This is an optimization exercise on Yosys and OpenROAD, whose aim is small area, not a production implementation.
Where RTL was checked, it was by simulation tests only, not by an equivalence proof against the original.
The clock port is modelled as an ideal driver, which makes a skipped or thinned clock tree look cheaper than it is; a real chip needs a root buffer or a tree.
No activity file was given, so power comes from the tool's default toggle rates.

== run a ==
Design gowin_top_entity, start of the top module:
module gowin_top_entity(
    Sys_clk, Beep, Key, Sw, Uart_rxd, Uart_txd, Blue_Led,
    Tri_color_LED_1, Tri_color_LED_2, Tri_color_LED_3, Tri_color_LED_4,
    Dig_Seg_Sel, Seg_Blue_Led
);
For scale: ~420 cells after synthesis, roughly 67 flip-flops.
==> module gowin_top_entity, before the edit <==
module gowin_top_entity(
    Sys_clk, Beep, Key, Sw, Uart_rxd, Uart_txd, Blue_Led,
    Tri_color_LED_1, Tri_color_LED_2, Tri_color_LED_3, Tri_color_LED_4,
    Dig_Seg_Sel, Seg_Blue_Led
);
    input        Sys_clk;
    output       Beep;
    input  [8:1] Key;
    input  [4:1] Sw;
    input        Uart_rxd;
    output       Uart_txd;
    output [8:1] Blue_Led;
    output [2:0] Tri_color_LED_1;
    output [2:0] Tri_color_LED_2;
    output [2:0] Tri_color_LED_3;
    output [2:0] Tri_color_LED_4;
    output [3:0] Dig_Seg_Sel;
    output [7:0] Seg_Blue_Led;
    wire rst = ~Key[1];
    reg [3:0] u;       
    reg [2:0] q;       
    reg       fl;      
    wire u9 = (u == 4'd9);
    always @(posedge Sys_clk)
        if (rst) begin
            u  <= 4'd5;
            q  <= 3'd0;
            fl <= 1'b1;
        end else begin
            u <= u9 ? 4'd0 : u + 4'd1;
            if (u9) q <= q + 3'd1;
            if (u9 && q == 3'd7) fl <= 1'b0;
        end
    wire rd = ~fl | (q > 3'd2) | ((q == 3'd2) & (u > 4'd1));
    wire hi = fl & ((q < 3'd4) | (q == 3'd4));
    wire [2:0] w8      = {q[1:0], 1'b0} + u[2:0];               
    wire       tick10  = (w8 == 3'd6);                           
    wire       clk1k   = (w8[1:0] == 2'd3) | (w8[1:0] == 2'd0);  
    wire       tick1hz = (q == 3'd4) && (u == 4'd2);             
    wire       latch   = u9 && (q[1:0] == 2'd0) && rd;           
    reg       prev_sw;
    reg [1:0] mb;      
    wire [2:0] md = {mb[1], mb[0], ~mb[1] & ~mb[0]};    
    always @(posedge Sys_clk) begin
        if (tick10) prev_sw <= Sw[1];    
        if (rst) mb <= 2'd0;
        else if (tick10 && rd && !prev_sw && Sw[1]) mb <= {mb[0], ~mb[1] & ~mb[0]};
    end
    reg [4:0] hr;
    reg [5:0] mn;
    reg [5:0] sc;
    wire inc_s = ~Sw[1] | (Sw[2] & md[0]);
    wire inc_m = Sw[1] & Sw[2] & md[1];
    wire inc_h = Sw[1] & Sw[2] & md[2];
    wire hr23 = (hr == 5'd23);
    wire mn59 = (mn == 6'd59);
    wire sc59 = (sc == 6'd59);
    wire s_c  = inc_s & sc59;
    wire m_in = inc_m | s_c;
    wire m_c  = m_in & mn59;
    wire h_in = inc_h | m_c;
    always @(posedge Sys_clk)
        if (rst || (tick1hz && h_in && hr23)) begin
            hr <= 5'd0; mn <= 6'd0; sc <= 6'd0;
        end else if (tick1hz) begin
            if (inc_s) sc <= sc59 ? 6'd0 : sc + 6'd1;
            if (m_in)  mn <= mn59 ? 6'd0 : mn + 6'd1;
            if (h_in)  hr <= hr + 5'd1;
        end
    reg [4:0] ah;
    reg [5:0] am;
    wire a_en  = tick10 & rd & Sw[3];
    wire a_m   = ~Key[7] &  Key[8];    
    wire a_h   =  Key[7] & ~Key[8];    
    wire am59  = (am == 6'd59);
    wire ah23  = (ah == 5'd23);
    wire ah_in = a_h | (a_m & am59);
    always @(posedge Sys_clk)
        if (rst) begin
            ah <= 5'd1; am <= 6'd1;
        end else if (a_en && ah_in && ah23) begin
            ah <= 5'd0; am <= 6'd0;
        end else if (a_en) begin
            if (a_m)   am <= am59 ? 6'd0 : am + 6'd1;
            if (ah_in) ah <= ah + 5'd1;
        end
    reg [4:0] cp;      
    wire chime_in = (mn == 6'd0) && (sc != 6'd0) && (sc < 6'd20);
    always @(posedge Sys_clk)
        if (rst) cp <= 5'd31;
        else if (tick10) begin
            if (cp == 5'd31) cp <= chime_in ? 5'd9 : 5'd31;
            else cp <= cp + 5'd1;
        end
    wire chime_out = (cp == 5'd9) | (cp == 5'd10) | (cp == 5'd11) |
                     (cp == 5'd14) | (cp == 5'd15) | (cp == 5'd16) |
                     (cp == 5'd19) | (cp == 5'd20) | (cp == 5'd21);
    reg [5:0] fs;      
    reg [2:0] ft;      
    wire eq = (ah == hr) && (am == mn) && (sc == 6'd0);
    wire f_idle = (fs == 6'd0);
    always @(posedge Sys_clk) begin
        if (rst) fs <= 6'd0;
        else if (tick10) begin
            if (f_idle) begin
                if (eq) fs <= 6'd39;
            end else if (ft == 3'b100)
                fs <= fs - 6'd1;
        end
        if (tick10) ft <= f_idle ? 3'b000 : {ft[1:0], ~ft[1] & ~ft[2]};
    end
    assign Beep = clk1k & (chime_out | fs[0]);
    reg [5:0] px, py;
    reg       dob;       
    reg       m4;
    always @(posedge Sys_clk)
        if (latch) begin
            px  <= Sw[3] ? am : mn;
            py  <= Sw[4] ? (Sw[3] ? 6'd0 : sc) : (Sw[3] ? {1'b0, ah} : {1'b0, hr});
            dob <= Sw[3];
            m4  <= Sw[4];
        end
    wire [1:0] s = q[1:0];
    wire [5:0] pv = (s[1] ^ m4) ? px : py;
    reg  [7:0] seg;
    reg  [3:0] dg;
    always @(*) begin
        dg = s[0] ? (pv % 6'd10) : (pv / 6'd10);
        if (hi)
            seg = !s[1] ? 8'hFF : (s[0] ? 8'h0B : 8'hDF);
        else begin
            case (dg)
                4'd0: seg[6:0] = 7'h40;
                4'd1: seg[6:0] = 7'h79;
                4'd2: seg[6:0] = 7'h24;
                4'd3: seg[6:0] = 7'h30;
                4'd4: seg[6:0] = 7'h19;
                4'd5: seg[6:0] = 7'h12;
                4'd6: seg[6:0] = 7'h02;
                4'd7: seg[6:0] = 7'h78;
                4'd8: seg[6:0] = 7'h00;
                default: seg[6:0] = 7'h10;
            endcase
            seg[7] = ~(dob | ((s == 2'd1) & sc[0]));
        end
    end
    assign Seg_Blue_Led = seg;
    assign Dig_Seg_Sel  = ~(4'b0001 << s);
    assign Blue_Led        = {md, 1'b0, ~Key[8], ~Key[7], 1'b0, sc[0]};
    assign Tri_color_LED_1 = {1'b0, rd, ~Key[1]};
    assign Tri_color_LED_2 = 3'b000;
    assign Tri_color_LED_3 = 3'b000;
    assign Tri_color_LED_4 = md;
    assign Uart_txd        = 1'b1;
endmodule
==> flow/config.mk <==
export PLATFORM = sky130hd
export DESIGN_NAME = gowin_top_entity
export DESIGN_NICKNAME = gowin_top_entity
export VERILOG_FILES = /design/flow/design.v
export SDC_FILE = /design/flow/constraint.sdc
export NUM_CORES = 4
export LEC_CHECK = 0
export CAP_MARGIN = 20
export CORE_MARGIN = 2
export CORE_UTILIZATION = 60
export SLEW_MARGIN = 20
==> flow/constraint.sdc <==
create_clock -name core_clock -period 40.0 [get_ports {Sys_clk}]
set_input_delay 8.0000 -clock core_clock [delete_from_list [all_inputs] [get_ports {Sys_clk}]]
set_output_delay 8.0000 -clock core_clock [all_outputs]
set_load 0.01 [all_outputs]
standard.sh (not shown) runs the stock make flow with config.mk's settings and CLKGATE_MAP_FILE= SYNTH_SCRIPT=/design/flow/synth_recipe.tcl, a recipe that flattens the netlist after the stock synthesis.
==> flow/flow/run.sh <==
#!/bin/bash
# Layout flow: ORFS as in standard.sh, with these changes:
#  - synthesis: the standard flow's synthesis script, but adders are left to ABC
#    (no ha/fa pre-mapping), and ABC maps for area with deeper scripts
#    (flow/abc*.script; the smallest result is kept, see flow/my_synth.tcl);
#    registers are inferred and named as in the standard synthesis;
#  - port buffers use the smallest buffer (buf_1);
#  - one tie cell per constant value, without splitting its fanout;
set -uo pipefail
HERE=$(pwd)
FLOWDIR=$HERE/flow
CFG=${FLOW_CONFIG:-$HERE/config.mk}
export MY_ABC_SCRIPTS="$(ls $FLOWDIR/abc*.script | tr "\n" " ")"
[ -f $FLOWDIR/clk_buf.txt ] && export MY_CLK_BUF="$(cat $FLOWDIR/clk_buf.txt)"
[ -f $FLOWDIR/clk_n.txt ] && export MY_CLK_N="$(cat $FLOWDIR/clk_n.txt)"
EXTRA_MAKE=""
[ -f $FLOWDIR/extra_make.txt ] && EXTRA_MAKE="$(cat $FLOWDIR/extra_make.txt)"
make -C $FLOW_HOME DESIGN_CONFIG=$CFG WORK_HOME=$HERE/orfs CLKGATE_MAP_FILE= \
  SYNTH_SCRIPT=$FLOWDIR/my_synth.tcl ADDER_MAP_FILE= \
  BUFFER_PORTS_ARGS="-buffer_cell sky130_fd_sc_hd__buf_1" \
  PRE_CTS_TCL=$FLOWDIR/pre_cts.tcl SKIP_REPAIR_TIE_FANOUT=1 $EXTRA_MAKE \
  finish > $HERE/make_finish.log 2>&1
status=$?
R=$HERE/orfs/results/${FLOW_PLATFORM:-sky130hd}/gowin_top_entity/base
if [[ -f $R/6_final.odb ]]; then
  : # left out here: write the final layout as DEF
fi
exit $status
Other scripts of this flow, unchanged in this note and not shown: flow/flow/abc01.script, flow/flow/abc02.script, flow/flow/abc03.script, flow/flow/abc04.script, flow/flow/abc05.script, flow/flow/abc06.script, flow/flow/abc07.script, flow/flow/abc08.script, flow/flow/abc09.script, flow/flow/abc10.script, flow/flow/clk_buf.txt, flow/flow/clk_n.txt, flow/flow/my_synth.tcl, flow/flow/pre_cts.tcl
Input-level comparison between run b and run a:
--- a/flow/design.v
+++ b/flow/design.v
@@ -36,18 +36,17 @@
     wire [2:0] w8      = {q[1:0], 1'b0} + u[2:0];               
     wire       tick10  = (w8 == 3'd6);                           
     wire       clk1k   = (w8[1:0] == 2'd3) | (w8[1:0] == 2'd0);  
     wire       tick1hz = (q == 3'd4) && (u == 4'd2);             
     wire       latch   = u9 && (q[1:0] == 2'd0) && rd;           
     reg       prev_sw;
-    reg [1:0] mb;      
-    wire [2:0] md = {mb[1], mb[0], ~mb[1] & ~mb[0]};    
+    reg [2:0] md;      
     always @(posedge Sys_clk) begin
         if (tick10) prev_sw <= Sw[1];    
-        if (rst) mb <= 2'd0;
-        else if (tick10 && rd && !prev_sw && Sw[1]) mb <= {mb[0], ~mb[1] & ~mb[0]};
+        if (rst) md <= 3'b001;
+        else if (tick10 && rd && !prev_sw && Sw[1]) md <= {md[1:0], md[2]};
     end
     reg [4:0] hr;
     reg [5:0] mn;
     reg [5:0] sc;
     wire inc_s = ~Sw[1] | (Sw[2] & md[0]);
     wire inc_m = Sw[1] & Sw[2] & md[1];
@@ -84,20 +83,20 @@
             if (a_m)   am <= am59 ? 6'd0 : am + 6'd1;
             if (ah_in) ah <= ah + 5'd1;
         end
     reg [4:0] cp;      
     wire chime_in = (mn == 6'd0) && (sc != 6'd0) && (sc < 6'd20);
     always @(posedge Sys_clk)
-        if (rst) cp <= 5'd31;
+        if (rst) cp <= 5'd23;
         else if (tick10) begin
-            if (cp == 5'd31) cp <= chime_in ? 5'd9 : 5'd31;
+            if (cp == 5'd23) cp <= chime_in ? 5'd1 : 5'd23;
             else cp <= cp + 5'd1;
         end
-    wire chime_out = (cp == 5'd9) | (cp == 5'd10) | (cp == 5'd11) |
-                     (cp == 5'd14) | (cp == 5'd15) | (cp == 5'd16) |
-                     (cp == 5'd19) | (cp == 5'd20) | (cp == 5'd21);
+    wire chime_out = (cp == 5'd1) | (cp == 5'd2) | (cp == 5'd3) |
+                     (cp == 5'd6) | (cp == 5'd7) | (cp == 5'd8) |
+                     (cp == 5'd11) | (cp == 5'd12) | (cp == 5'd13);
     reg [5:0] fs;      
     reg [2:0] ft;      
     wire eq = (ah == hr) && (am == mn) && (sc == 6'd0);
     wire f_idle = (fs == 6'd0);
     always @(posedge Sys_clk) begin
         if (rst) fs <= 6'd0;
==> results.txt <==
- Between run a and run b, the flow reports aggregate routed wire length increasing by a few percent.
- Number of storage elements in the synthesis netlist was lower in run a than in run b.
- Share of cells above drive strength 1: higher on run b
- The setup slack of the critical path after layout of run b was superior to that of run a.
- Diff run a -> run b: global-route wire length before repair increased by about 2.2% relative to the old numbers, worst hold slack across all endpoints went down 0.0051 ns.
- Synthesized netlist net count was lower in run b than in run a.
- Post-synthesis cell type count was higher in the run labelled run b.
- Post-route non-filler standard cell count across run b and run a: no real change.
- Compared with run a, in run b tap cell count went up, area of the core went up, power consumed by the clock network increased about 2%.
Function not checked in run b: the RTL went through the layout flow alone. In every run of this note, the design's own scripts or RTL, not TritonCTS, make the clock network.

==> separate check: timing with driven ports <==
The flow's constraints put no driver on any port. The routed layouts listed below were extracted and timed again, unchanged, in two steps. Step 1 assumes that a clkbuf_16 drives the clock port and a buf_2 every other input. Step 2 moves the port delays by t, midway between the first and last clock arrival at a register: inputs arrive t later, outputs are due t later. That takes back most of the time a late clock gives input paths. Three values: ideal ports, drivers, drivers and shift; two values: the first two.
run | t, ns | setup WS [ns] | clock arrival spread, ns | worst data-port slew with drivers (ns)
run a | 0.194 | 22.973 / 22.952 / 22.952 | 0.011 / 0.011 | 0.03
run b | 0.199 | 23.013 / 22.992 / 22.992 | 0.011 / 0.010 | 0.03
After both steps every run listed still meets setup and hold.
